What follows belongs to an exercise in optimizing a design on an open flow for small area and a short achievable clock period; a production flow would make more cautious choices. At most, simulation tests tie the RTL to the original design; equivalence was not proved. No driver is modelled on the clock port, so clocking that relies on it looks cheaper here than on a real chip. Power is estimated from default activity; no workload was simulated.

red:
// top_module
module top_module(
    input clk,
    input rst,
    input [15:0] sw,
    input btnC,
    output reg [6:0] seg,
    output reg [3:0] an,
    output reg bitti,
    output [1:0] p
    );
==> module digit_sel, before the edit <==
module digit_sel(
    input [15:0] m,
    input s1,
    input [3:0] an,
    output reg [3:0] v
    );
    function [1:0] fa(input x, input y, input z);
        fa = {(x & y) | (x & z) | (y & z), x ^ y ^ z};
    endfunction
    wire [1:0] d0 = fa(m[0], m[5], m[10]);
    wire b0 = d0[0] ^ m[15];
    wire e0 = d0[0] & m[15];
    wire [2:0] bull = {d0[1] & e0, d0[1] ^ e0, b0};
    wire [1:0] f0 = fa(m[1], m[2], m[3]);
    wire [1:0] f1 = fa(m[4], m[6], m[7]);
    wire [1:0] f2 = fa(m[8], m[9], m[11]);
    wire [1:0] f3 = fa(m[12], m[13], m[14]);
    wire [1:0] g0, g1, g2;
    g_fa s0(.a(f0[0]), .b(f1[0]), .c(f2[0]), .s(g0[0]), .co(g0[1]));
    g_fa s1a(.a(f0[1]), .b(f1[1]), .c(f2[1]), .s(g1[0]), .co(g1[1]));
    wire c0 = g0[0] ^ f3[0];
    wire k0 = g0[0] & f3[0];
    g_fa s2(.a(g0[1]), .b(g1[0]), .c(f3[1]), .s(g2[0]), .co(g2[1]));
    wire c1, k1, h, c2, c3;
    g_xor2 x1(.a(g2[0]), .b(k0), .y(c1));
    g_and2 a1(.a(g2[0]), .b(k0), .y(k1));
    g_xor2 x2(.a(g1[1]), .b(g2[1]), .y(h));
    g_xor2 x3(.a(h), .b(k1), .y(c2));
    g_maj3 j3(.a(g1[1]), .b(g2[1]), .c(k1), .y(c3));
    wire [3:0] cow = {c3, c2, c1, c0};
    always @(*)
        if (!an[0]) v = 4'hC;
        else if (!an[1]) v = s1 ? {1'b0, bull} : 4'h0;
        else if (!an[2]) v = 4'hB;
        else v = s1 ? cow : 4'h0;
endmodule
==> module g_fa, before the edit <==
module g_fa(input a, input b, input c, output s, output co);
    wire h;
    g_xor2 x0(.a(a), .b(b), .y(h));
    g_xor2 x1(.a(h), .b(c), .y(s));
    g_maj3 j(.a(a), .b(b), .c(c), .y(co));
endmodule
export LEC_CHECK = 0
export ABC_AREA = 0
export CAP_MARGIN = 20
export CORE_MARGIN = 2
export CORE_UTILIZATION = 70
export SLEW_MARGIN = 20
export SYNTH_HIERARCHICAL = 1
create_clock -name core_clock -period 12.5 [get_ports {clk}]
standard.sh (not shown) runs the stock make flow with config.mk's settings and CLKGATE_MAP_FILE= SYNTH_SCRIPT=/design/flow/synth_recipe.tcl, a recipe that flattens the netlist after the stock synthesis.
==> flow/flow/run.sh <==
#!/bin/bash
# ORFS layout with plain buffers on the ports, a small clock tree, and after
# clock tree synthesis a resizing pass (flow/post_cts.tcl) that trades slack
# for area and then sizes the critical paths up to a tighter target.
set -euo pipefail
here=$(pwd)
bash standard.sh synth > synth.log 2>&1
bash standard.sh \
  "BUFFER_PORTS_ARGS=-buffer_cell sky130_fd_sc_hd__buf_1" \
  "CTS_ARGS=-sink_clustering_enable -repair_clock_nets -dont_use_dummy_load" \
  "POST_CTS_TCL=$here/flow/post_cts.tcl" \
  finish > layout.log 2>&1
Other scripts of this flow, unchanged in this note and not shown: flow/flow/downsize.tcl, flow/flow/margin.txt, flow/flow/post_cts.tcl
red went all the way through the flow, and no timing, DRC or antenna check failed.
Edits applied to the flow inputs when going from red to blue:
-- flow/design.v --
<<< red, line 117
    wire [1:0] f2 = fa(m[8], m[9], m[11]);
    wire [1:0] f3 = fa(m[12], m[13], m[14]);
    wire [1:0] g0, g1, g2;
    g_fa s0(.a(f0[0]), .b(f1[0]), .c(f2[0]), .s(g0[0]), .co(g0[1]));
    g_fa s1a(.a(f0[1]), .b(f1[1]), .c(f2[1]), .s(g1[0]), .co(g1[1]));
    wire c0 = g0[0] ^ f3[0];
    wire k0 = g0[0] & f3[0];
    g_fa s2(.a(g0[1]), .b(g1[0]), .c(f3[1]), .s(g2[0]), .co(g2[1]));
    wire c1, k1, h, c2, c3;
    g_xor2 x1(.a(g2[0]), .b(k0), .y(c1));
>>> blue, line 117
    wire [1:0] f2 = fa(m[8], m[9], m[11]);
    wire [1:0] f3 = fa(m[12], m[13], m[14]);
    wire [1:0] g0 = fa(f0[0], f1[0], f2[0]);
    wire [1:0] g1 = fa(f0[1], f1[1], f2[1]);
    wire c0 = g0[0] ^ f3[0];
    wire k0 = g0[0] & f3[0];
    wire [1:0] g2 = fa(g0[1], g1[0], f3[1]);
    wire c1, k1, h, c2, c3;
    g_xor2 x1(.a(g2[0]), .b(k0), .y(c1));
<<< red, line 158
    g_o21ai o(.a1(~win), .a2(nd), .b1(~keep), .y(y));
endmodule
module g_fa(input a, input b, input c, output s, output co);
    wire h;
    g_xor2 x0(.a(a), .b(b), .y(h));
    g_xor2 x1(.a(h), .b(c), .y(s));
    g_maj3 j(.a(a), .b(b), .c(c), .y(co));
endmodule
module g_xor2(input a, input b, output y);
    assign y = a ^ b;
>>> blue, line 157
    g_o21ai o(.a1(~win), .a2(nd), .b1(~keep), .y(y));
endmodule
module g_xor2(input a, input b, output y);
    assign y = a ^ b;
Results
On cell area after layout, blue and red are basically level.
On final-layout worst hold slack: blue sits above red.
From red to blue the numbers moved as follows: mean routed wirelength per cell has increased; core utilization has increased.
blue reports a higher cell leakage power than red does.
Only the layout flow was run in red; the RTL was not checked for function there.

---

The RTL this note starts from:
==> flow/design.v <==
`timescale 1ns / 1ps
module top_module(
    input clk,
    input rst,
    input [15:0] sw,
    input btnC,
    output reg [6:0] seg,
    output reg [3:0] an,
    output reg bitti,
    output [1:0] p
    );
    reg btnC_prev;
    reg s0, sira, p0, p1;
    reg s1;              
    reg arm;             
    reg [15:0] sayi0, sayi1;
    reg [15:0] m;
    assign p = {p1, p0};
    wire gir = btnC & ~btnC_prev;
    wire cmp = btnC & arm;
    wire [15:0] tah_n = ~(sw & {16{s1}});
    wire [15:0] sa_n;    
    mux16 smux(.sel(sira), .a(sayi0), .b(sayi1), .y_n(sa_n));
    wire [15:0] m_n;
    match_matrix mm(.g_n(tah_n), .s_n(sa_n), .m(m_n));
    always @(posedge clk) begin
        if (rst) begin
            btnC_prev <= 1'b0;
            s0 <= 1'b0;
            p0 <= 1'b1;
            s1 <= 1'b0;
            sira <= 1'b0;
            p1 <= 1'b1;
            arm <= 1'b0;
        end else begin
            btnC_prev <= btnC;
            arm <= ~btnC & s0 & ~bitti;
            if (gir) begin
                s0 <= 1'b1;
                if (s0) begin
                    p0 <= 1'b0;
                    s1 <= 1'b1;
                end
                sira <= ~sira;
            end
            if (cmp) p1 <= ~sira;
        end
    end
    wire win = btnC & arm & ~rst;
    wire bitti_n;
    win_set ws(.keep(bitti & ~rst), .win(win), .d({m_n[15], m_n[10], m_n[5], m_n[0]}), .y(bitti_n));
    always @(posedge clk)
        bitti <= bitti_n;
    always @(posedge clk) begin
        if (!s0) sayi0 <= sw;
        if (!s1) sayi1 <= sw;
        if (cmp) m <= m_n;
    end
    wire [3:0] v;
    digit_sel ds(.m(m), .s1(s1), .an(an), .v(v));
    wire [6:0] seg_n;
    hex7 hx(.v(v), .seg(seg_n));
    always @(posedge clk) begin
        if (rst) begin
            an <= 4'b1111;
            seg <= 7'b000_0000;
        end else begin
            an <= {an[2:0], an[3] & ~&an[2:0]};
            seg <= seg_n;
        end
    end
endmodule
module mux16(
    input sel,
    input [15:0] a,
    input [15:0] b,
    output [15:0] y_n
    );
    assign y_n = ~(sel ? a : b);
endmodule
module match_matrix(
    input [15:0] g_n,
    input [15:0] s_n,
    output [15:0] m
    );
    genvar i, j;
    generate
        for (i = 0; i < 4; i = i + 1) begin : gi
            for (j = 0; j < 4; j = j + 1) begin : gj
                eq4 e(.a(g_n[4*i +: 4]), .b(s_n[4*j +: 4]), .y(m[4*i+j]));
            end
        end
    endgenerate
endmodule
module eq4(
    input [3:0] a,
    input [3:0] b,
    output y
    );
    assign y = a == b;
endmodule
module digit_sel(
    input [15:0] m,
    input s1,
    input [3:0] an,
    output reg [3:0] v
    );
    function [1:0] fa(input x, input y, input z);
        fa = {(x & y) | (x & z) | (y & z), x ^ y ^ z};
    endfunction
    wire [1:0] d0 = fa(m[0], m[5], m[10]);
    wire b0 = d0[0] ^ m[15];
    wire e0 = d0[0] & m[15];
    wire [2:0] bull = {d0[1] & e0, d0[1] ^ e0, b0};
    wire [1:0] f0 = fa(m[1], m[2], m[3]);
    wire [1:0] f1 = fa(m[4], m[6], m[7]);
    wire [1:0] f2 = fa(m[8], m[9], m[11]);
    wire [1:0] f3 = fa(m[12], m[13], m[14]);
    wire [1:0] g0 = fa(f0[0], f1[0], f2[0]);
    wire [1:0] g1 = fa(f0[1], f1[1], f2[1]);
    wire c0 = g0[0] ^ f3[0];
    wire k0 = g0[0] & f3[0];
    wire [1:0] g2 = fa(g0[1], g1[0], f3[1]);
    wire c1, k1, h, c2, c3;
    g_xor2 x1(.a(g2[0]), .b(k0), .y(c1));
    g_and2 a1(.a(g2[0]), .b(k0), .y(k1));
    g_xor2 x2(.a(g1[1]), .b(g2[1]), .y(h));
    g_xor2 x3(.a(h), .b(k1), .y(c2));
    g_maj3 j3(.a(g1[1]), .b(g2[1]), .c(k1), .y(c3));
    wire [3:0] cow = {c3, c2, c1, c0};
    always @(*)
        if (!an[0]) v = 4'hC;
        else if (!an[1]) v = s1 ? {1'b0, bull} : 4'h0;
        else if (!an[2]) v = 4'hB;
        else v = s1 ? cow : 4'h0;
endmodule
module hex7(
    input [3:0] v,
    output [6:0] seg
    );
    assign seg[0] = (~v[3] & ~v[2] & ~v[1]) | (v[3] & v[2]) | (v[2] & v[1] & v[0]);
    assign seg[1] = (~v[3] & ~v[2] & v[0]) | (~v[3] & ~v[2] & v[1]) | (~v[3] & v[1] & v[0]);
    assign seg[2] = (~v[3] & v[0]) | (~v[1] & v[0]) | (~v[3] & v[2] & ~v[1]);
    assign seg[3] = (v[3] & v[1] & ~v[0]) | (v[2] & v[1] & v[0]) | (~v[3] & v[2] & ~v[1] & ~v[0]) | (~v[3] & ~v[2] & ~v[1] & v[0]);
    assign seg[4] = (v[3] & v[2]) | (~v[3] & ~v[2] & v[1] & ~v[0]);
    assign seg[5] = (v[3] & v[2]) | (v[2] & v[1] & ~v[0]) | (v[3] & v[1] & v[0]) | (v[2] & ~v[1] & v[0]);
    assign seg[6] = (v[3] & v[1] & v[0]) | (~v[3] & v[2] & ~v[1] & ~v[0]) | (~v[3] & ~v[2] & ~v[1] & v[0]);
endmodule
module win_set(
    input keep,
    input win,
    input [3:0] d,
    output y
    );
    wire nd;
    g_nand4 n(.a(d), .y(nd));
    g_o21ai o(.a1(~win), .a2(nd), .b1(~keep), .y(y));
endmodule
module g_xor2(input a, input b, output y);
    assign y = a ^ b;
endmodule
module g_and2(input a, input b, output y);
    assign y = a & b;
endmodule
module g_maj3(input a, input b, input c, output y);
    assign y = (a & b) | (a & c) | (b & c);
endmodule
module g_nand4(input [3:0] a, output y);
    assign y = ~&a;
endmodule
module g_o21ai(input a1, input a2, input b1, output y);
    assign y = ~((a1 | a2) & b1);
endmodule
clock: 12.5 ns
lec_check: 0
abc_area: 0
cap_margin: 20
core_margin: 2
core_utilization: 70
slew_margin: 20
synth_hierarchical: 1
==> flow/flow/run.sh <==
#!/bin/bash
# The standard ORFS layout (standard.sh) with three changes: plain
# buffers (not delay cells) on the ports, no dummy loads in the clock tree,
# and after clock tree synthesis a resizing pass (flow/post_cts.tcl) that
# sizes the critical paths up to a tighter target and then downsizes the
# cells that are larger than the timing needs. Each step's full output goes
# to its own log here (synth.log, layout.log) and to ORFS's logs/.
set -euo pipefail
here=$(pwd)
bash standard.sh synth > synth.log 2>&1
bash standard.sh \
  "BUFFER_PORTS_ARGS=-buffer_cell sky130_fd_sc_hd__buf_1" \
  "CTS_ARGS=-sink_clustering_enable -repair_clock_nets -dont_use_dummy_load" \
  "POST_CTS_TCL=$here/flow/post_cts.tcl" \
  finish > layout.log 2>&1
Other scripts of this flow, unchanged in this note and not shown: flow/flow/downsize.tcl, flow/flow/margin.txt, flow/flow/post_cts.tcl
Rerun with:
--- a/flow/design.v
+++ b/flow/design.v
@@ -117,9 +117,10 @@
     wire [1:0] f2 = fa(m[8], m[9], m[11]);
     wire [1:0] f3 = fa(m[12], m[13], m[14]);
-    wire [1:0] g0 = fa(f0[0], f1[0], f2[0]);
-    wire [1:0] g1 = fa(f0[1], f1[1], f2[1]);
+    wire [1:0] g0, g1, g2;
+    g_fa ad0(.a(f0[0]), .b(f1[0]), .c(f2[0]), .s(g0[0]), .co(g0[1]));
+    g_fa ad1(.a(f0[1]), .b(f1[1]), .c(f2[1]), .s(g1[0]), .co(g1[1]));
     wire c0 = g0[0] ^ f3[0];
     wire k0 = g0[0] & f3[0];
-    wire [1:0] g2 = fa(g0[1], g1[0], f3[1]);
+    g_fa ad2(.a(g0[1]), .b(g1[0]), .c(f3[1]), .s(g2[0]), .co(g2[1]));
     wire c1, k1, h, c2, c3;
     g_xor2 x1(.a(g2[0]), .b(k0), .y(c1));
@@ -157,4 +158,10 @@
     g_o21ai o(.a1(~win), .a2(nd), .b1(~keep), .y(y));
 endmodule
+module g_fa(input a, input b, input c, output s, output co);
+    wire h;
+    g_xor2 x0(.a(a), .b(b), .y(h));
+    g_xor2 x1(.a(h), .b(c), .y(s));
+    g_maj3 j(.a(a), .b(b), .c(c), .y(co));
+endmodule
 module g_xor2(input a, input b, output y);
     assign y = a ^ b;
Outcome: Cell count is unchanged; cell area barely changes; die area rose slightly; setup slack improved by 0.014 ns; first-iteration DRC count fell by a quarter to a third; non-clock buffer count fell by 6; clock-buffer cell count does not change; via count rose slightly; area after synthesis rose slightly; clock power stays flat; wire length rose by a few percent; sequential share of layout area stays flat; power stays flat; fmax rose slightly.
Only the layout flow was run in the second run of this note; the RTL was not checked for function there.

==> static timing again, ports no longer ideal <==
In the flow no input, the clock included, has a driving cell. The finished layouts below were timed again as built, in two steps. Step 1, drivers: a clkbuf_16 drives clk and a buf_2 each remaining input, both assumed. Step 2 moves the port delays by t, midway between the first and last clock arrival at a register: inputs arrive t later, outputs are due t later. That takes back most of the time a late clock gives input paths. Three values: ideal ports, drivers, drivers and shift; two values: the first two.
run | t, ns | setup WS [ns] | hold slack, ns | worst setup path after step 2 | cell pins on the clock port's net
red | 0.360 | 9.007 / 9.007 / 8.696 | 0.450 / 0.450 / 0.450 | input to register | 1
blue | 0.366 | 9.031 / 9.030 / 8.703 | 0.478 / 0.478 / 0.478 | input to register | 1
the first run of note 2 | 0.353 | 9.083 / 9.087 / 8.734 | 0.430 / 0.430 / 0.430 | input to register | 1
the second run of note 2 | 0.354 | 9.097 / 9.102 / 8.749 | 0.431 / 0.431 / 0.431 | input to register | 1
After both steps setup and hold are still met in every run listed. The setup slack of the first run of note 2, which loses most, moves by +0.004 ns with the drivers and by -0.349 ns with both steps.
